Source: an optimization exercise on an open RTL-to-GDS flow (aim: small area and a short achievable clock period). Production flows keep margins and buffers that such runs may drop. At most, simulation tests tie the RTL to the original design; equivalence was not proved. For run 1, only the layout was checked, not whether the RTL still works. Power is estimated from default activity; no workload was simulated.

==> flow/design.v (outline; a module is shown in full before it is edited, if it fits) <==
// module mac_first: 42 lines
// module mac_unit: 64 lines
// module fa: 4 lines
// module ha: 4 lines
// module pe_array: 1741 lines
module pe_array (
  input wire [3:0] sw_output_1,
  input wire [3:0] sw_output_2,
  input wire [3:0] sw_output_3,
  input wire [3:0] sw_output_4,
  input wire [3:0] sw_output_5,
  input wire [3:0] sw_output_6,
  input wire [3:0] sw_output_7,
  input wire [3:0] sw_output_8,
  input wire [3:0] sw_output_9,
  input wire [3:0] sw_output_10,
  input wire [3:0] sw_output_11,
  input wire [3:0] sw_output_12,
  input wire [3:0] sw_output_13,
  input wire [3:0] sw_output_14,
  input wire [3:0] sw_output_15,
  input wire [3:0] sw_output_16,
  input wire [3:0] sw_output_17,
  input wire [3:0] sw_output_18,
  input wire [3:0] sw_output_19,
  input wire [3:0] sw_output_20,
  input wire [3:0] sw_output_21,
  input wire [3:0] sw_output_22,
  input wire [3:0] sw_output_23,
  input wire [3:0] sw_output_24,
  input wire [3:0] sw_output_25,
  input wire [3:0] sw_output_26,
  input wire [3:0] sw_output_27,
  input wire [3:0] sw_output_28,
  input wire [3:0] sw_output_29,
  input wire [3:0] sw_output_30,
  input wire [3:0] sw_output_31,
  input wire [3:0] sw_output_32,
  input wire [3:0] sw_output_33,
  input wire [3:0] sw_output_34,
  input wire [3:0] sw_output_35,
  input wire [3:0] sw_output_36,
  input wire [3:0] sw_output_37,
  input wire [3:0] sw_output_38,
  input wire [3:0] sw_output_39,
  input wire [3:0] sw_output_40,
  input wire [3:0] sw_output_41,
  input wire [3:0] sw_output_42,
  input wire [3:0] sw_output_43,
  input wire [3:0] sw_output_44,
  input wire [3:0] sw_output_45,
  // ...
==> flow/flow/run.sh <==
#!/bin/bash
# Standard layout, with plain buffers (instead of delay cells) on the ports.
set -euo pipefail
bash standard.sh "BUFFER_PORTS_ARGS=-buffer_cell sky130_fd_sc_hd__buf_2" finish > standard_flow.log 2>&1
==> flow/standard.sh <==
#!/bin/bash
# synth_recipe.tcl (not shown) runs the flow's synth.tcl, then flattens the netlist and writes it again
# the make line also repeats each setting of config.mk as NAME=value (left out here)
make -C /OpenROAD-flow-scripts/flow DESIGN_CONFIG=/design/flow/config.mk WORK_HOME=/design/flow/orfs CLKGATE_MAP_FILE= SYNTH_SCRIPT=/design/flow/synth_recipe.tcl "${@:-finish}"
==> flow/config.mk <==
export PLATFORM = sky130hd
export DESIGN_NAME = pe_array
export DESIGN_NICKNAME = pe_array
export VERILOG_FILES = /design/flow/design.v
export SDC_FILE = /design/flow/constraint.sdc
export NUM_CORES = 4
export LEC_CHECK = 0
export CAP_MARGIN = 20
export CORE_MARGIN = 2
export CORE_UTILIZATION = 60
export SETUP_SLACK_MARGIN = 2.0
export SLEW_MARGIN = 20
export SYNTH_HIERARCHICAL = 1
==> flow/constraint.sdc <==
create_clock -name core_clock -period 4.5 [get_ports {clk}]
set_input_delay 0.9000 -clock core_clock [delete_from_list [all_inputs] [get_ports {clk}]]
set_output_delay 0.9000 -clock core_clock [all_outputs]
set_load 0.01 [all_outputs]
==> summary.txt, run 1 <==
Status
  – Status: finished clean

Pwr
  – Switching pwr: 0.0115 W
  – Peak supply drop: 433 uV
  – Top Consumer: sequential cells
  – PwrDens: 436 nW/um^2

Run
  – Max_cap viols: 0

Drt
  – DRC violations left: 0
  – Met1 WL: 72.6 mm
  – First-pass DRT Iterations: 5
  – Routed length per instance: 17.9 um
  – DRT antenna net count: 0

Hold path
  – Hold endpoint: s_6_0[0]$_DFF_P_

Layout
  – Share of layout cells above drive strength 1: 24.5%
  – Post-Layout Cell Count: 9827
  – Synth-to-Final Area Change: 11.1%
  – Data buffer area share: 4.59%
  – Layout Nets: 10000
  – # fillers: 11700
  – Most common cell after layout, fill and taps aside: and2_1

Global route
  – Total grt overflow: 0
  – GR Util All Layers: 22.4%
  – Vias in the first global route: 51500

Critical path
  – Required @ worst endpoint: 5.24 ns
  – Delay-heaviest family, CP: adder cells
  – Reg2Reg Launch Point: dcd_6_4[0]$_SDFF_PP0_
  – Crit-path max FO: 4
  – WP depth: 7
  – Critical Path Sink Type: flip-flop

STA
  – Fin. Hold Viols: 0
  – Final worst path period share: 58.0%
  – Final Critical Period: 2.61 ns
  – Hold slack: 0.315 ns
  – Worst-case clock skew: 0.0252 ns

Clock network
  – Clock transition at path regs: 0.06 ns
  – H-tree level count: 4
  – CTS sink count: 2044

Floorplanning
  – # Taps: 2072
  – Row cnt: 146
  – DIE HEIGHT: 403 um

Place
  – Final HPWL DP: 138 mm
  – Area after DPL: 97700 um^2
==> module mac_first, before the edit <==
module mac_first (
  input  wire [3:0] w,
  input  wire [3:0] i,
  output wire [7:0] lo,
  output wire [1:0] cd,
  output wire c8
);
wire [15:0] pp;
genvar x, y;
generate for (x = 0; x < 4; x = x + 1) begin : gx
  for (y = 0; y < 4; y = y + 1) begin : gy
    assign pp[4*x+y] = w[x] & i[y];
  end
end endgenerate
wire t1s, t1c;
ha u1 (.a(pp[3]), .b(pp[6]), .s(t1s), .co(t1c));
wire t2s, t2c;
ha u2 (.a(pp[7]), .b(pp[10]), .s(t2s), .co(t2c));
wire t3s, t3c;
ha u3 (.a(pp[2]), .b(pp[5]), .s(t3s), .co(t3c));
wire t4s, t4c;
fa u4 (.a(pp[9]), .b(pp[12]), .c(t1s), .s(t4s), .co(t4c));
wire t5s, t5c;
fa u5 (.a(pp[13]), .b(t2s), .c(t1c), .s(t5s), .co(t5c));
wire t6s, t6c;
fa u6 (.a(pp[11]), .b(pp[14]), .c(t2c), .s(t6s), .co(t6c));
wire t7s, t7c;
ha u7 (.a(pp[1]), .b(pp[4]), .s(t7s), .co(t7c));
wire t8s, t8c;
fa u8 (.a(pp[8]), .b(t3s), .c(t7c), .s(t8s), .co(t8c));
wire t9s, t9c;
ha u9 (.a(t4s), .b(t3c), .s(t9s), .co(t9c));
wire t10s, t10c;
fa u10 (.a(t5s), .b(t4c), .c(t9c), .s(t10s), .co(t10c));
wire t11s, t11c;
fa u11 (.a(t6s), .b(t5c), .c(t10c), .s(t11s), .co(t11c));
wire t12s, t12c;
ha u12 (.a(pp[15]), .b(t6c), .s(t12s), .co(t12c));
assign lo = {t12c, t12s, t11s, t10s, t9s, t8s, t7s, pp[0]};
assign cd = {t11c, t8c};
assign c8 = 1'b0;
endmodule
==> module mac_unit, before the edit <==
module mac_unit (
  input  wire [3:0] w,
  input  wire [3:0] i,
  input  wire [7:0] psum,
  input  wire [1:0] cin,
  output wire [7:0] lo,
  output wire [1:0] cd,
  output wire c8
);
wire [15:0] pp;
genvar x, y;
generate for (x = 0; x < 4; x = x + 1) begin : gx
  for (y = 0; y < 4; y = y + 1) begin : gy
    assign pp[4*x+y] = w[x] & i[y];
  end
end endgenerate
wire t1s, t1c;
fa u1 (.a(pp[3]), .b(pp[6]), .c(pp[9]), .s(t1s), .co(t1c));
wire t2s, t2c;
ha u2 (.a(pp[7]), .b(pp[10]), .s(t2s), .co(t2c));
wire t3s, t3c;
ha u3 (.a(pp[2]), .b(pp[5]), .s(t3s), .co(t3c));
wire t4s, t4c;
fa u4 (.a(pp[12]), .b(psum[3]), .c(cin[0]), .s(t4s), .co(t4c));
wire t5s, t5c;
fa u5 (.a(pp[13]), .b(psum[4]), .c(t2s), .s(t5s), .co(t5c));
wire t6s, t6c;
fa u6 (.a(pp[11]), .b(pp[14]), .c(psum[5]), .s(t6s), .co(t6c));
wire t7s, t7c;
ha u7 (.a(pp[15]), .b(psum[6]), .s(t7s), .co(t7c));
wire t8s, t8c;
ha u8 (.a(pp[1]), .b(pp[4]), .s(t8s), .co(t8c));
wire t9s, t9c;
fa u9 (.a(pp[8]), .b(psum[2]), .c(t3s), .s(t9s), .co(t9c));
wire t10s, t10c;
fa u10 (.a(t1s), .b(t4s), .c(t3c), .s(t10s), .co(t10c));
wire t11s, t11c;
fa u11 (.a(t1c), .b(t5s), .c(t4c), .s(t11s), .co(t11c));
wire t12s, t12c;
fa u12 (.a(t2c), .b(t6s), .c(t5c), .s(t12s), .co(t12c));
wire t13s, t13c;
fa u13 (.a(cin[1]), .b(t7s), .c(t6c), .s(t13s), .co(t13c));
wire t14s, t14c;
ha u14 (.a(psum[7]), .b(t7c), .s(t14s), .co(t14c));
wire t15s, t15c;
ha u15 (.a(pp[0]), .b(psum[0]), .s(t15s), .co(t15c));
wire t16s, t16c;
fa u16 (.a(psum[1]), .b(t8s), .c(t15c), .s(t16s), .co(t16c));
wire t17s, t17c;
fa u17 (.a(t9s), .b(t8c), .c(t16c), .s(t17s), .co(t17c));
wire t18s, t18c;
ha u18 (.a(t10s), .b(t9c), .s(t18s), .co(t18c));
wire t19s, t19c;
fa u19 (.a(t11s), .b(t10c), .c(t18c), .s(t19s), .co(t19c));
wire t20s, t20c;
fa u20 (.a(t12s), .b(t11c), .c(t19c), .s(t20s), .co(t20c));
wire t21s, t21c;
ha u21 (.a(t13s), .b(t12c), .s(t21s), .co(t21c));
wire t22s, t22c;
fa u22 (.a(t14s), .b(t13c), .c(t21c), .s(t22s), .co(t22c));
assign lo = {t22s, t21s, t20s, t19s, t18s, t17s, t16s, t15s};
assign cd = {t20c, t17c};
assign c8 = t22c | t14c;
endmodule
==> run 2: changes to the inputs <==
--- a/flow/design.v
+++ b/flow/design.v
@@ -8,41 +8,37 @@
 wire [15:0] pp;
 genvar x, y;
 generate for (x = 0; x < 4; x = x + 1) begin : gx
   for (y = 0; y < 4; y = y + 1) begin : gy
     assign pp[4*x+y] = w[x] & i[y];
   end
 end endgenerate
 wire t1s, t1c;
-ha u1 (.a(pp[3]), .b(pp[6]), .s(t1s), .co(t1c));
+ha u1 (.a(pp[1]), .b(pp[4]), .s(t1s), .co(t1c));
 wire t2s, t2c;
-ha u2 (.a(pp[7]), .b(pp[10]), .s(t2s), .co(t2c));
+fa u2 (.a(pp[2]), .b(pp[5]), .c(pp[8]), .s(t2s), .co(t2c));
 wire t3s, t3c;
-ha u3 (.a(pp[2]), .b(pp[5]), .s(t3s), .co(t3c));
+ha u3 (.a(t1c), .b(t2s), .s(t3s), .co(t3c));
 wire t4s, t4c;
-fa u4 (.a(pp[9]), .b(pp[12]), .c(t1s), .s(t4s), .co(t4c));
+fa u4 (.a(pp[3]), .b(pp[6]), .c(pp[9]), .s(t4s), .co(t4c));
 wire t5s, t5c;
-fa u5 (.a(pp[13]), .b(t2s), .c(t1c), .s(t5s), .co(t5c));
+fa u5 (.a(pp[12]), .b(t2c), .c(t4s), .s(t5s), .co(t5c));
 wire t6s, t6c;
-fa u6 (.a(pp[11]), .b(pp[14]), .c(t2c), .s(t6s), .co(t6c));
+fa u6 (.a(pp[7]), .b(pp[10]), .c(pp[13]), .s(t6s), .co(t6c));
 wire t7s, t7c;
-ha u7 (.a(pp[1]), .b(pp[4]), .s(t7s), .co(t7c));
+fa u7 (.a(t4c), .b(t6s), .c(t5c), .s(t7s), .co(t7c));
 wire t8s, t8c;
-fa u8 (.a(pp[8]), .b(t3s), .c(t7c), .s(t8s), .co(t8c));
+fa u8 (.a(pp[11]), .b(pp[14]), .c(t6c), .s(t8s), .co(t8c));
 wire t9s, t9c;
-ha u9 (.a(t4s), .b(t3c), .s(t9s), .co(t9c));
+ha u9 (.a(t8s), .b(t7c), .s(t9s), .co(t9c));
 wire t10s, t10c;
-fa u10 (.a(t5s), .b(t4c), .c(t9c), .s(t10s), .co(t10c));
-wire t11s, t11c;
-fa u11 (.a(t6s), .b(t5c), .c(t10c), .s(t11s), .co(t11c));
-wire t12s, t12c;
-ha u12 (.a(pp[15]), .b(t6c), .s(t12s), .co(t12c));
-assign lo = {t12c, t12s, t11s, t10s, t9s, t8s, t7s, pp[0]};
-assign cd = {t11c, t8c};
+ha u10 (.a(pp[15]), .b(t8c), .s(t10s), .co(t10c));
+assign lo = {t10c, t10s, t9s, t7s, t3c, t3s, t1s, pp[0]};
+assign cd = {t9c, t5s};
 assign c8 = 1'b0;
 endmodule
 module mac_unit (
   input  wire [3:0] w,
   input  wire [3:0] i,
   input  wire [7:0] psum,
   input  wire [1:0] cin,
   output wire [7:0] lo,
@@ -52,62 +48,58 @@
 wire [15:0] pp;
 genvar x, y;
 generate for (x = 0; x < 4; x = x + 1) begin : gx
   for (y = 0; y < 4; y = y + 1) begin : gy
     assign pp[4*x+y] = w[x] & i[y];
   end
 end endgenerate
 wire t1s, t1c;
-fa u1 (.a(pp[3]), .b(pp[6]), .c(pp[9]), .s(t1s), .co(t1c));
+ha u1 (.a(psum[0]), .b(pp[0]), .s(t1s), .co(t1c));
 wire t2s, t2c;
-ha u2 (.a(pp[7]), .b(pp[10]), .s(t2s), .co(t2c));
+fa u2 (.a(psum[1]), .b(pp[1]), .c(pp[4]), .s(t2s), .co(t2c));
 wire t3s, t3c;
-ha u3 (.a(pp[2]), .b(pp[5]), .s(t3s), .co(t3c));
+ha u3 (.a(t1c), .b(t2s), .s(t3s), .co(t3c));
 wire t4s, t4c;
-fa u4 (.a(pp[12]), .b(psum[3]), .c(cin[0]), .s(t4s), .co(t4c));
+fa u4 (.a(psum[2]), .b(pp[2]), .c(pp[5]), .s(t4s), .co(t4c));
 wire t5s, t5c;
-fa u5 (.a(pp[13]), .b(psum[4]), .c(t2s), .s(t5s), .co(t5c));
+fa u5 (.a(pp[8]), .b(t2c), .c(t4s), .s(t5s), .co(t5c));
 wire t6s, t6c;
-fa u6 (.a(pp[11]), .b(pp[14]), .c(psum[5]), .s(t6s), .co(t6c));
+ha u6 (.a(t3c), .b(t5s), .s(t6s), .co(t6c));
 wire t7s, t7c;
-ha u7 (.a(pp[15]), .b(psum[6]), .s(t7s), .co(t7c));
+fa u7 (.a(psum[3]), .b(cin[0]), .c(pp[3]), .s(t7s), .co(t7c));
 wire t8s, t8c;
-ha u8 (.a(pp[1]), .b(pp[4]), .s(t8s), .co(t8c));
+fa u8 (.a(pp[6]), .b(pp[9]), .c(pp[12]), .s(t8s), .co(t8c));
 wire t9s, t9c;
-fa u9 (.a(pp[8]), .b(psum[2]), .c(t3s), .s(t9s), .co(t9c));
+fa u9 (.a(t4c), .b(t7s), .c(t8s), .s(t9s), .co(t9c));
 wire t10s, t10c;
-fa u10 (.a(t1s), .b(t4s), .c(t3c), .s(t10s), .co(t10c));
+ha u10 (.a(t5c), .b(t9s), .s(t10s), .co(t10c));
 wire t11s, t11c;
-fa u11 (.a(t1c), .b(t5s), .c(t4c), .s(t11s), .co(t11c));
+fa u11 (.a(psum[4]), .b(pp[7]), .c(pp[10]), .s(t11s), .co(t11c));
 wire t12s, t12c;
-fa u12 (.a(t2c), .b(t6s), .c(t5c), .s(t12s), .co(t12c));
+fa u12 (.a(pp[13]), .b(t7c), .c(t8c), .s(t12s), .co(t12c));
 wire t13s, t13c;
-fa u13 (.a(cin[1]), .b(t7s), .c(t6c), .s(t13s), .co(t13c));
+fa u13 (.a(t11s), .b(t9c), .c(t12s), .s(t13s), .co(t13c));
 wire t14s, t14c;
-ha u14 (.a(psum[7]), .b(t7c), .s(t14s), .co(t14c));
+ha u14 (.a(t10c), .b(t13s), .s(t14s), .co(t14c));
 wire t15s, t15c;
-ha u15 (.a(pp[0]), .b(psum[0]), .s(t15s), .co(t15c));
+fa u15 (.a(psum[5]), .b(pp[11]), .c(pp[14]), .s(t15s), .co(t15c));
 wire t16s, t16c;
-fa u16 (.a(psum[1]), .b(t8s), .c(t15c), .s(t16s), .co(t16c));
+fa u16 (.a(t11c), .b(t15s), .c(t12c), .s(t16s), .co(t16c));
 wire t17s, t17c;
-fa u17 (.a(t9s), .b(t8c), .c(t16c), .s(t17s), .co(t17c));
+fa u17 (.a(t13c), .b(t16s), .c(t14c), .s(t17s), .co(t17c));
 wire t18s, t18c;
-ha u18 (.a(t10s), .b(t9c), .s(t18s), .co(t18c));
+fa u18 (.a(psum[6]), .b(cin[1]), .c(pp[15]), .s(t18s), .co(t18c));
 wire t19s, t19c;
-fa u19 (.a(t11s), .b(t10c), .c(t18c), .s(t19s), .co(t19c));
+fa u19 (.a(t15c), .b(t18s), .c(t16c), .s(t19s), .co(t19c));
 wire t20s, t20c;
-fa u20 (.a(t12s), .b(t11c), .c(t19c), .s(t20s), .co(t20c));
-wire t21s, t21c;
-ha u21 (.a(t13s), .b(t12c), .s(t21s), .co(t21c));
-wire t22s, t22c;
-fa u22 (.a(t14s), .b(t13c), .c(t21c), .s(t22s), .co(t22c));
-assign lo = {t22s, t21s, t20s, t19s, t18s, t17s, t16s, t15s};
-assign cd = {t20c, t17c};
-assign c8 = t22c | t14c;
+fa u20 (.a(psum[7]), .b(t18c), .c(t19c), .s(t20s), .co(t20c));
+assign lo = {t20s, t19s, t17s, t14s, t6c, t6s, t3s, t1s};
+assign cd = {t17c, t10s};
+assign c8 = t20c;
 endmodule
 module fa (input wire a, input wire b, input wire c, output wire s, output wire co);
 assign s = a ^ b ^ c;
 assign co = (a & b) | (a & c) | (b & c);
 endmodule
 module ha (input wire a, input wire b, output wire s, output wire co);
 assign s = a ^ b;
 assign co = a & b;
@@ -283,23 +275,20 @@
   output wire [11:0] final_output_3,
   output wire [11:0] final_output_4,
   output wire [11:0] final_output_5,
   output wire [11:0] final_output_6,
   output wire [11:0] final_output_7,
   output wire [11:0] final_output_8,
   output wire [11:0] final_output_9
 );
-reg reset_d, reset_dd;
-always @(posedge clk) begin
-  reset_d <= reset;
-  reset_dd <= reset_d;
-end
+reg reset_d;
+always @(posedge clk) reset_d <= reset;
 wire dclr = reset | reset_d;
-wire oclr = reset | reset_d;
+wire oclr = dclr;
 wire [7:0] lo_0_0;
 wire [1:0] cd_0_0;
 wire c8_0_0;
 mac_first pe_0_0 (.w(sw_output_1), .i(sw_output_82), .lo(lo_0_0), .cd(cd_0_0), .c8(c8_0_0));
 reg [7:0] s_0_0, d_0_0;
 reg [1:0] scd_0_0, dcd_0_0;
 reg sc8_0_0, dc8_0_0;
 always @(posedge clk) begin
==> flow/config.mk (replaced) <==
export PLATFORM = sky130hd
export DESIGN_NAME = pe_array
export DESIGN_NICKNAME = pe_array
export VERILOG_FILES = /design/flow/design.v
export SDC_FILE = /design/flow/constraint.sdc
export NUM_CORES = 4
export LEC_CHECK = 0
export CAP_MARGIN = 20
export CORE_MARGIN = 2
export CORE_UTILIZATION = 60
export CTS_BUF_LIST = sky130_fd_sc_hd__clkbuf_4
export SETUP_SLACK_MARGIN = 2.0
export SLEW_MARGIN = 20
export SYNTH_HIERARCHICAL = 1
==> summary.txt, run 2 <==
Global route
  – GR Util All Layers: 22.7% (was 22.4%)
  – Initial antenna violation count: 95 (was 99)
  – Total grt overflow: 0 (unchanged)
  – First-pass GRT wire length: 281 mm (about the same)
  – Vias in the first global route: 55100 (was 51500)
  – Largest net degree at the start of global routing: 275 (was 170)

Logic synthesis
  – Mapped cell area: 93300 um^2 (was 95300 um^2)
  – Synthesized area per cell: 12.8 um^2 (was 12.7 um^2)
  – Yosys warning total: 7 (unchanged)
  – Mapped Cells: 7259 (was 7492)

Clock network
  – CTS Buf Count: 557 (was 208)
  – Clock Root Buffer: clkbuf_4 (was clkbuf_16)
  – CTS sink count: 2044 (unchanged)
  – TritonCTS clock tree: done (unchanged)
  – Worst-case clock buffer depth: 4 (was 3)
  – H-tree level count: 6 (was 4)
  – Worst-Skew Late Latency: 1.28 ns (was 0.82 ns)
  – Clock transition at path regs: 0.06 ns (about the same)

STA
  – Final worst path period share: 63.2% (was 58.0%)
  – Worst-case clock skew: 0.0606 ns (was 0.0252 ns)
  – Setup TNS: 0 ns (unchanged)
  – Maximum clock frequency: 352 MHz (was 383 MHz)
  – Finish-stage setup viols: 0 (unchanged)
  – Final Critical Period: 2.84 ns (was 2.61 ns)
  – Max Transition Viols Final: 0 (unchanged)
  – RSZ-0062 raised after global routing: yes (unchanged)
  – Relative slew margins: 30.7% (was 48.9%)
  – Hold slack: 0.203 ns (was 0.315 ns)
  – Final WS setup: 1.66 ns (was 1.89 ns)
  – Worst slew pin tran: 1.04 ns (was 0.767 ns)
  – Fin. Hold Viols: 0 (unchanged)

Status
  – Status: finished clean (unchanged)

Layout
  – # fillers: 11600 (was 11700)
  – Synth-to-Final Area Change: 14.8% (was 11.1%)
  – Most common cell after layout, fill and taps aside: and2_1 (unchanged)
  – Share of layout cells above drive strength 1: 32.1% (was 24.5%)
  – Area occupied by multi-input gates: 49700 um^2 (was 50300 um^2)
  – Layout Nets: 10200 (was 10000)
  – FF/Latch Area: 41000 um^2 (about the same)
  – Most frequent cells in the layout: 2163 x and2_1, 1993 x dfxtp_1, 775 x clkbuf_4, 662 x fa_2, 652 x buf_2 (was 2091 x and2_1, 2029 x dfxtp_1, 807 x fa_1, 640 x buf_2, 522 x ha_1)

Critical path
  – Arr. time, crit path: 1.94 ns (was 3.35 ns)
  – Critical Path Sink Type: output port (was flip-flop)
  – Setup CP Type: input port to output port (was input port to flip-flop)
  – Slowest CP cell: clkbuf_8 (was fa_1)
  – Worst Setup Start Kind: input port (unchanged)
  – Worst path cell trace: clkbuf_8 > buf_6 > and2_4 > buf_6 (was buf_8 > and2_4 > ha_4 > fa_1 > fa_1 > fa_2 > fa_2)
  – Slowest cell delay on critical path: 0.35 ns (was 0.55 ns)
  – Crit-path max FO: 42 (was 4)
  – Required @ worst endpoint: 3.60 ns (was 5.24 ns)
  – CP dominant cell by count: buf_6

Drt
  – WL final: 174 mm (was 176 mm)
  – DRC violations left: 0 (unchanged)
  – Via density: 4.77 (was 4.84)
  – Starting DRT DRC Count: 1445 (was 1754)
  – First-pass DRT Iterations: 5 (unchanged)
  – Routed vias: 49200 (was 47600)
  – DRT antenna net count: 0 (unchanged)
  – Routed length per instance: 16.9 um (was 17.9 um)

Pwr
  – Logic pwr share: 17.5% (was 15.3%)
  – Lkg Pwr: 48.2 nW (was 49.1 nW)
  – Sequential Power Share: 48.3% (was 47.2%)
  – PwrDens: 421 nW/um^2 (was 436 nW/um^2)
  – Clock share of power: 34.2% (was 37.6%)
  – Switching portion of total power: 26.1% (was 24.8%)
  – Peak supply drop: 266 uV (was 433 uV)
  – Internal power: 0.0333 W (was 0.0347 W)
  – Switching pwr: 0.0118 W (was 0.0115 W)

Place
  – RePlAce Congestion: 0.885 (was 0.873)
  – Final HPWL DP: 132 mm (was 138 mm)
  – PortBufs: 749 (unchanged)
  – Worst slack, placed: 1.15 ns (was 1.09 ns)

Floorplanning
  – DIE HEIGHT: 398 um (was 403 um)
  – Die area: 159000 um^2 (was 162000 um^2)
  – Core area: 154000 um^2 (was 158000 um^2)
  – Io pins: 759 (unchanged)
  – Row cnt: 144 (was 146)
  – Initial Utilization: 60.5% (was 60.3%)
  – Chip Width: 398 um (was 403 um)

Hold path
  – Hold crit path type: input port to flip-flop (unchanged)

Run
  – Max_cap viols: 0 (unchanged)
==> run 2: per-layer routing <==
metal | global-route usage, % | routed length (um)
met1 | 26.8 | 70300
met2 | 38.0 | 86900
met3 | 6.84 | 10500
met4 | 10.8 | 6410
met5 | 0 | 360
==> run 2: area by class of cell <==
| class | count | share of cell area (%) |
|---|---|---|
| diodes | 62 | 0.145 |
| clock buffers | 775 | 5.43 |
| clock inverters | 101 | 0.573 |
| inverters | 9 | 0.0316 |
| multi-input cells | 4268 | 46.4 |
| flip-flops and latches | 2044 | 38.3 |
| well taps | 2044 | 2.39 |
| repair buffers | 1023 | 6.75 |
==> run 2: repair_timing <==
item                                    in CTS  in global routing
hold buffers                               255                  0
pin swaps                                   17                153
endpoints found under the hold margin      205                  0
setup buffers                                0                  9
gates resized for setup                    208                143
endpoints found under the setup margin     106                147
==> run 2: power groups by stage <==
stage          Clock, W  Combinational [W]  Sequential, W
2_1_floorplan         0            0.00940         0.0219
3_3_place_gp          0            0.00746         0.0222
3_5_place_dp          0            0.00774         0.0222
4_1_cts          0.0161            0.00807         0.0218
5_1_grt          0.0171            0.00919         0.0221
6_report         0.0154            0.00790         0.0218
==> run 2: worst max-delay path: cells and delay by family <==
family        cells  cell delay [ns]
buf+inv           3             0.74
simple gates      1             0.23
==> run 2: worst paths after layout <==
| check | start | to | slack, ns | depth (start not counted) |
|---|---|---|---|---|
| worst max register to register | d_4_1[3]$_SDFF_PP0_ | s_4_2[5]$_DFF_P_ | 2.00 | 5 |
| worst max-delay path | pe_array_enable | final_output_8[1] | 1.66 | 4 |
| worst min register to register | dc8_4_1$_SDFF_PP0_ | sh_4_2$_DFF_P_ | 0.32 | 0 |
| worst min-delay path | sw_output_161[0] | s_8_7[1]$_DFF_P_ | 0.20 | 4 |
==> run 2: stage by stage <==
stage / area, um^2 / util [%] / power [W] / instances
2_1_floorplan: 97600 / - / 0.0313 / 7267
3_3_place_gp: 96800 / 62.8 / 0.0296 / 9124
3_5_place_dp: 96800 / 62.8 / 0.0299 / 9124
4_1_cts: 106000 / 69.0 / 0.0460 / 10300
5_1_grt: 107000 / 69.4 / 0.0484 / 10300
6_report: 107000 / 69.4 / 0.0451 / 10300
==> run 3: changes to the inputs <==
--- a/flow/config.mk
+++ b/flow/config.mk
@@ -10,3 +10,2 @@
 export CORE_UTILIZATION = 60
-export CTS_BUF_LIST = sky130_fd_sc_hd__clkbuf_4
 export SETUP_SLACK_MARGIN = 2.0
==> summary.txt, run 3 <==
Drt
  – First-pass DRT Iterations: 5 (unchanged)
  – WL final: 171 mm (was 174 mm)
  – DRC violations left: 0 (unchanged)
  – Via density: 4.83 (was 4.77)
  – Routed vias: 46200 (was 49200)
  – DRT antenna net count: 0 (unchanged)
  – Routed length per instance: 17.9 um (was 16.9 um)
  – Starting DRT DRC Count: 1576 (was 1445)

Status
  – Status: finished clean (unchanged)

Clock network
  – Clock transition at path regs: 0.06 ns (about the same)
  – Clock Root Buffer: clkbuf_16 (was clkbuf_4)
  – CTS Buf Count: 210 (was 557)
  – Hold Buf Count CTS: 0 (was 255)
  – Worst-case clock buffer depth: 3 (was 4)
  – TritonCTS clock tree: done (unchanged)
  – CTS sink count: 2044 (unchanged)
  – Worst-Skew Late Latency: 0.79 ns (was 1.28 ns)
  – H-tree level count: 4 (was 6)

Global route
  – GR Util All Layers: 22.3% (was 22.7%)
  – First-pass GRT wire length: 273 mm (was 281 mm)
  – Largest net degree at the start of global routing: 275 (unchanged)
  – Vias in the first global route: 51000 (was 55100)
  – Total grt overflow: 0 (unchanged)
  – Initial antenna violation count: 99 (was 95)

Floorplanning
  – Io pins: 759 (unchanged)
  – Core area: 154000 um^2 (unchanged)
  – Die area: 159000 um^2 (unchanged)
  – Row cnt: 144 (unchanged)
  – Chip Width: 398 um (unchanged)
  – Initial Utilization: 60.5% (unchanged)
  – DIE HEIGHT: 398 um (unchanged)

Critical path
  – Worst path cell trace: buf_2 > and2_4 > fa_2 > fa_2 > fa_2 > ha_4 > fa_2 (was clkbuf_8 > buf_6 > and2_4 > buf_6)
  – Arr. time, crit path: 3.30 ns (was 1.94 ns)
  – CP dominant cell by count: fa_2 (was buf_6)
  – Delay-heaviest family, CP: adder cells (was buffers and inverters)
  – Buffers plus inverters on the worst setup path: 1 (was 3)
  – Worst Setup Start Kind: input port (unchanged)
  – Required @ worst endpoint: 5.24 ns (was 3.60 ns)
  – Setup CP Type: input port to flip-flop (was input port to output port)
  – Slowest CP cell: fa_2 (was clkbuf_8)
  – Critical Path Sink Type: flip-flop (was output port)
  – Slowest cell delay on critical path: 0.57 ns (was 0.35 ns)
  – Crit-path max FO: 4 (was 42)

Place
  – RePlAce Congestion: 0.885 (unchanged)
  – Worst slack, placed: 1.15 ns (unchanged)
  – Final HPWL DP: 132 mm (unchanged)
  – PortBufs: 749 (unchanged)
  – Area after DPL: 96800 um^2 (unchanged)

STA
  – Setup TNS: 0 ns (unchanged)
  – Final WS setup: 1.93 ns (was 1.66 ns)
  – Final Critical Period: 2.57 ns (was 2.84 ns)
  – Worst slew pin tran: 1.01 ns (was 1.04 ns)
  – Maximum clock frequency: 390 MHz (was 352 MHz)
  – Max Transition Viols Final: 0 (unchanged)
  – Relative slew margins: 32.6% (was 30.7%)
  – Worst-case clock skew: 0.0213 ns (was 0.0606 ns)
  – RSZ-0062 raised after global routing: yes (unchanged)
  – Fin. Hold Viols: 0 (unchanged)
  – Finish-stage setup viols: 0 (unchanged)
  – Final worst path period share: 57.0% (was 63.2%)

Logic synthesis
  – Yosys warning total: 7 (unchanged)
  – Synthesized area per cell: 12.8 um^2 (unchanged)
  – Mapped Cells: 7259 (unchanged)
  – Mapped cell area: 93300 um^2 (unchanged)

Pwr
  – Peak supply drop: 357 uV (was 266 uV)
  – PwrDens: 452 nW/um^2 (was 421 nW/um^2)
  – Lkg Pwr: 46.5 nW (was 48.2 nW)

Layout
  – # fillers: 11400 (was 11600)
  – Most frequent cells in the layout: 2201 x and2_1, 2033 x dfxtp_1, 670 x buf_2, 663 x fa_2, 471 x fa_1 (was 2163 x and2_1, 1993 x dfxtp_1, 775 x clkbuf_4, 662 x fa_2, 652 x buf_2)
  – Fin area: 105000 um^2 (was 107000 um^2)
  – Share of layout cells above drive strength 1: 28.1% (was 32.1%)
  – Layout Nets: 9609 (was 10200)
  – Synth-to-Final Area Change: 12.8% (was 14.8%)
  – Most common cell after layout, fill and taps aside: and2_1 (unchanged)

Run
  – Max_cap viols: 0 (unchanged)

Hold path
  – Hold crit path type: flip-flop to flip-flop (was input port to flip-flop)
==> run 3: worst paths after layout <==
kind	startpoint	to	slack [ns]	cells past startpoint
worst min-delay path	dc8_5_1$_SDFF_PP0_	sh_5_2$_DFF_P_	0.32	0
worst min register to register	dc8_5_1$_SDFF_PP0_	sh_5_2$_DFF_P_	0.32	0
worst max register to register	dcd_4_3[0]$_SDFF_PP0_	s_4_4[5]$_DFF_P_	2.00	5
worst max-delay path	sw_output_122[3]	s_4_4[5]$_DFF_P_	1.93	7
==> run 3: layout make-up <==
type                    instances  area (um^2)  area share [%]
repair buffers                769         4600            4.37
well taps                    2044         2560            2.43
diodes                         53          133           0.126
multi-input cells            4268        49600            47.1
inverters                       9         33.8          0.0321
flip-flops and latches       2044        40900            38.9
clock buffers                 299         6090            5.79
clock inverters                87         1280            1.22
==> run 3: layer usage <==
| metal | vias up | track usage, % | wire length, um |
|---|---|---|---|
| met4 | 64 | 8.65 | 6490 |
| met2 | 881 | 37.6 | 84300 |
| met3 | 414 | 6.10 | 11100 |
| li1 | 21900 | - | - |
| met5 | - | 0 | 430 |
| met1 | 22900 | 27.2 | 68600 |
==> run 3: through the flow <==
step | total power, W | hold slack [ns] | std cells | utilization [%]
final | 0.0476 | 0.323 | 9573 | 68.2
after global routing | 0.0504 | 0.320 | 9558 | 68.2
after CTS | 0.0483 | 0.287 | 9516 | 67.8
after detailed placement | 0.0299 | 0.315 | 9124 | 62.8
after global placement | 0.0296 | 0.312 | 9124 | 62.8
after floorplan | 0.0313 | 0.310 | 7267 | -
==> run 3: timing repair <==
action	CTS	global route
resized for setup	75	171
cloned	6	1
buffers inserted	0	3
setup endpoints to repair	105	54
pin swaps	24	134
==> run 3: report_power, final <==
part	internal [W]	total (W)	switching [W]	leakage, nW
Combinational	0.00397	0.00769	0.00372	26.0
Clock	0.0111	0.0181	0.00704	3.63
Sequential	0.0209	0.0218	0.000921	16.8
Total	0.0359	0.0476	0.0117	46.5
==> run 4: changes to the inputs <==
--- a/flow/config.mk
+++ b/flow/config.mk
@@ -10,2 +10,4 @@
 export CORE_UTILIZATION = 60
+export CTS_CLUSTER_DIAMETER = 100
+export CTS_CLUSTER_SIZE = 30
 export SETUP_SLACK_MARGIN = 2.0
==> summary.txt, run 4 <==
Hold path
  – Hold endpoint: sh_8_2$_DFF_P_ (was sh_5_2$_DFF_P_)
  – Hold path depth: 0 (unchanged)
  – Hold_sp: dc8_8_1$_SDFF_PP0_ (was dc8_5_1$_SDFF_PP0_)
  – Hold crit path type: flip-flop to flip-flop (unchanged)

Layout
  – Layout Nets: 9475 (was 9609)
  – # fillers: 12000 (was 11400)
  – Synth-to-Final Area Change: 6.86% (was 12.8%)
  – Most frequent cells in the layout: 2230 x and2_1, 2038 x dfxtp_1, 704 x buf_2, 662 x fa_2, 472 x fa_1 (was 2201 x and2_1, 2033 x dfxtp_1, 670 x buf_2, 663 x fa_2, 471 x fa_1)
  – FF/Latch Area: 40900 um^2 (about the same)
  – Share of layout cells above drive strength 1: 25.1% (was 28.1%)
  – Area occupied by multi-input gates: 49500 um^2 (was 49600 um^2)
  – Most common cell after layout, fill and taps aside: and2_1 (unchanged)

Pwr
  – Logic pwr share: 20.0% (was 16.2%)
  – Internal power: 0.0281 W (was 0.0359 W)
  – Switching pwr: 0.00989 W (was 0.0117 W)
  – Peak supply drop: 444 uV (was 357 uV)
  – Sequential Power Share: 57.2% (was 45.8%)
  – Switching portion of total power: 26.0% (was 24.5%)
  – Clock share of power: 22.7% (was 38.0%)
  – Lkg Pwr: 43.7 nW (was 46.5 nW)
  – PwrDens: 381 nW/um^2 (was 452 nW/um^2)
  – Total power: 0.0380 W (was 0.0476 W)

Place
  – Final HPWL DP: 132 mm (unchanged)
  – RePlAce Congestion: 0.885 (unchanged)
  – PortBufs: 749 (unchanged)

Status
  – Status: finished clean (unchanged)

Global route
  – Initial antenna violation count: 101 (was 99)
  – Total grt overflow: 0 (unchanged)
  – First-pass GRT wire length: 266 mm (was 273 mm)
  – Vias in the first global route: 49200 (was 51000)
  – GR Util All Layers: 21.6% (was 22.3%)
  – Largest net degree at the start of global routing: 275 (unchanged)

Critical path
  – Reg2reg end: s_8_4[5]$_DFF_P_ (was s_4_4[5]$_DFF_P_)
  – Reg2Reg Launch Point: d_8_3[3]$_SDFF_PP0_ (was dcd_4_3[0]$_SDFF_PP0_)
  – Arr. time, crit path: 3.28 ns (was 3.30 ns)
  – Reg2Reg Setup Slack: 1.96 ns (was 2.00 ns)
  – R2r worst-path depth: 5 (unchanged)
  – Critical Path Sink Type: flip-flop (unchanged)
  – Crit-path max FO: 4 (unchanged)
  – Setup CP Type: input port to flip-flop (unchanged)
  – Worst Setup Start Kind: input port (unchanged)
  – Required @ worst endpoint: 5.13 ns (was 5.24 ns)

Floorplanning
  – Core area: 154000 um^2 (unchanged)
  – Row cnt: 144 (unchanged)
  – Io pins: 759 (unchanged)
  – Initial Utilization: 60.5% (unchanged)
  – Die area: 159000 um^2 (unchanged)
  – DIE HEIGHT: 398 um (unchanged)
  – Chip Width: 398 um (unchanged)

STA
  – Relative slew margins: 31.9% (was 32.6%)
  – Worst slew pin tran: 1.02 ns (was 1.01 ns)
  – Fin. Hold Viols: 0 (unchanged)
  – Final Critical Period: 2.65 ns (was 2.57 ns)
  – Setup TNS: 0 ns (unchanged)
  – Hold slack: 0.338 ns (was 0.323 ns)
  – Maximum clock frequency: 378 MHz (was 390 MHz)
  – Max Transition Viols Final: 0 (unchanged)
  – RSZ-0062 raised after global routing: yes (unchanged)
  – Finish-stage setup viols: 0 (unchanged)
  – Final worst path period share: 58.8% (was 57.0%)
  – Worst-case clock skew: 0.0257 ns (was 0.0213 ns)

Run
  – Max_cap viols: 0 (unchanged)

Clock network
  – H-tree level count: 3 (was 4)
  – Worst-Skew Late Latency: 0.70 ns (was 0.79 ns)
  – TritonCTS clock tree: done (unchanged)
  – Clock Root Buffer: clkbuf_16 (unchanged)
  – Clock transition at path regs: 0.10 ns (was 0.06 ns)
  – CTS Buf Count: 78 (was 210)
  – CTS sink count: 2044 (unchanged)
  – Hold Buf Count CTS: 0 (unchanged)
  – Worst-case clock buffer depth: 3 (unchanged)

Drt
  – Via density: 4.85 (was 4.83)
  – Routed length per instance: 18.0 um (was 17.9 um)
  – Starting DRT DRC Count: 1731 (was 1576)
  – DRC violations left: 0 (unchanged)
  – First-pass DRT Iterations: 5 (unchanged)
  – WL final: 167 mm (was 171 mm)
  – DRT antenna net count: 0 (unchanged)
  – Routed vias: 45000 (was 46200)

Logic synthesis
  – Mapped cell area: 93300 um^2 (unchanged)
  – Mapped Cells: 7259 (unchanged)
  – Synthesized area per cell: 12.8 um^2 (unchanged)
  – Yosys warning total: 7 (unchanged)
-- run 4: area by class of cell --
cell class              instances  share of cell area (%)
multi-input cells            4268                    49.7
flip-flops and latches       2044                    41.1
repair buffers                767                    4.40
well taps                    2044                    2.57
clock buffers                  82                    2.05
diodes                         58                   0.146
clock inverters                 3                  0.0552
inverters                       9                  0.0339
-- run 4: per-layer routing --
metal / GRT usage (%) / vias to the layer above / wire length (um)
li1: - / 21500 / -
met1: 27.4 / 22500 / 69200
met2: 36.9 / 682 / 82400
met3: 4.68 / 295 / 9330
met4: 6.96 / 50 / 5470
met5: 0 / - / 311
-- run 4: critical path: stages --
cell and delay [ns]:
buf_2 0.14, and2_4 0.17, fa_2 0.39, fa_2 0.54, fa_1 0.45, ha_4 0.18
fa_2 0.52
-- run 4: worst max path at each step --
stage | from | endpoint | slack, ns | depth (start not counted)
after floorplan | sw_output_2[3] | s_0_1[5]$_DFF_P_ | 1.28 | 7
after global placement | sw_output_45[1] | s_4_8[5]$_DFF_P_ | 1.17 | 7
after detailed placement | sw_output_45[2] | s_4_8[5]$_DFF_P_ | 1.15 | 7
after CTS | sw_output_45[2] | s_4_8[5]$_DFF_P_ | 1.93 | 7
after global routing | sw_output_95[1] | s_1_4[5]$_DFF_P_ | 1.88 | 7
final | sw_output_45[1] | s_4_8[5]$_DFF_P_ | 1.85 | 7
-- run 4: timing repair --
item | 4_1_cts | 5_1_grt
hold endpoints to repair | 0 | 0
cloned | 6 | 1
gates resized for setup | 57 | 88
buffers inserted | 0 | 1
pin swaps | 7 | 54
endpoints found under the setup margin | 169 | 103
-- run 4: per-stage QoR --
stage	instance area, um^2	util, %	std cells	worst slack, ns
CTS	99200	64.3	9215	1.93
finish	99700	64.6	9275	1.85
global route	99600	64.6	9261	1.88
global placement	96800	62.8	9124	1.17
floorplan	97600	-	7267	1.28
detailed placement	96800	62.8	9124	1.15
-- run 4: power by group through the flow --
| stage | clock [W] | sequential [W] | combinational (W) |
|---|---|---|---|
| 3_5_place_dp | 0 | 0.0222 | 0.00774 |
| 4_1_cts | 0.00906 | 0.0218 | 0.00784 |
| 6_report | 0.00864 | 0.0218 | 0.00762 |
| 5_1_grt | 0.00963 | 0.0221 | 0.00892 |
| 2_1_floorplan | 0 | 0.0219 | 0.00940 |
| 3_3_place_gp | 0 | 0.0222 | 0.00746 |

re-timing with driven ports:
Ports are ideal in the flow. The routed layouts listed here were re-timed in OpenROAD.
Step 1 assumes that a clkbuf_16 drives the clock port and a buf_2 every other input.
Step 2 moves the port delays by t, midway between the first and last clock arrival at a register: inputs arrive t later, outputs are due t later. That takes back most of the time a late clock gives input paths.
Slacks: ideal ports / drivers / drivers and shift; pairs: ideal ports / drivers.
run | t (ns) | setup WS [ns] | worst setup path after step 2 | worst register clock-pin slew, ns
run 1 | 0.895 | 1.891 / 1.636 / 1.028 | input to register | 0.07 / 0.07
run 2 | 1.335 | 1.656 / 1.618 / 0.590 | input to register | 0.07 / 0.07
run 3 | 0.870 | 1.934 / 1.703 / 1.088 | input to register | 0.06 / 0.06
run 4 | 0.774 | 1.852 / 1.713 / 1.094 | input to register | 0.12 / 0.12
After both steps setup and hold are still met in every run listed. The setup slack of run 2, which loses most, moves by -0.038 ns with the drivers and by -1.066 ns with both steps.
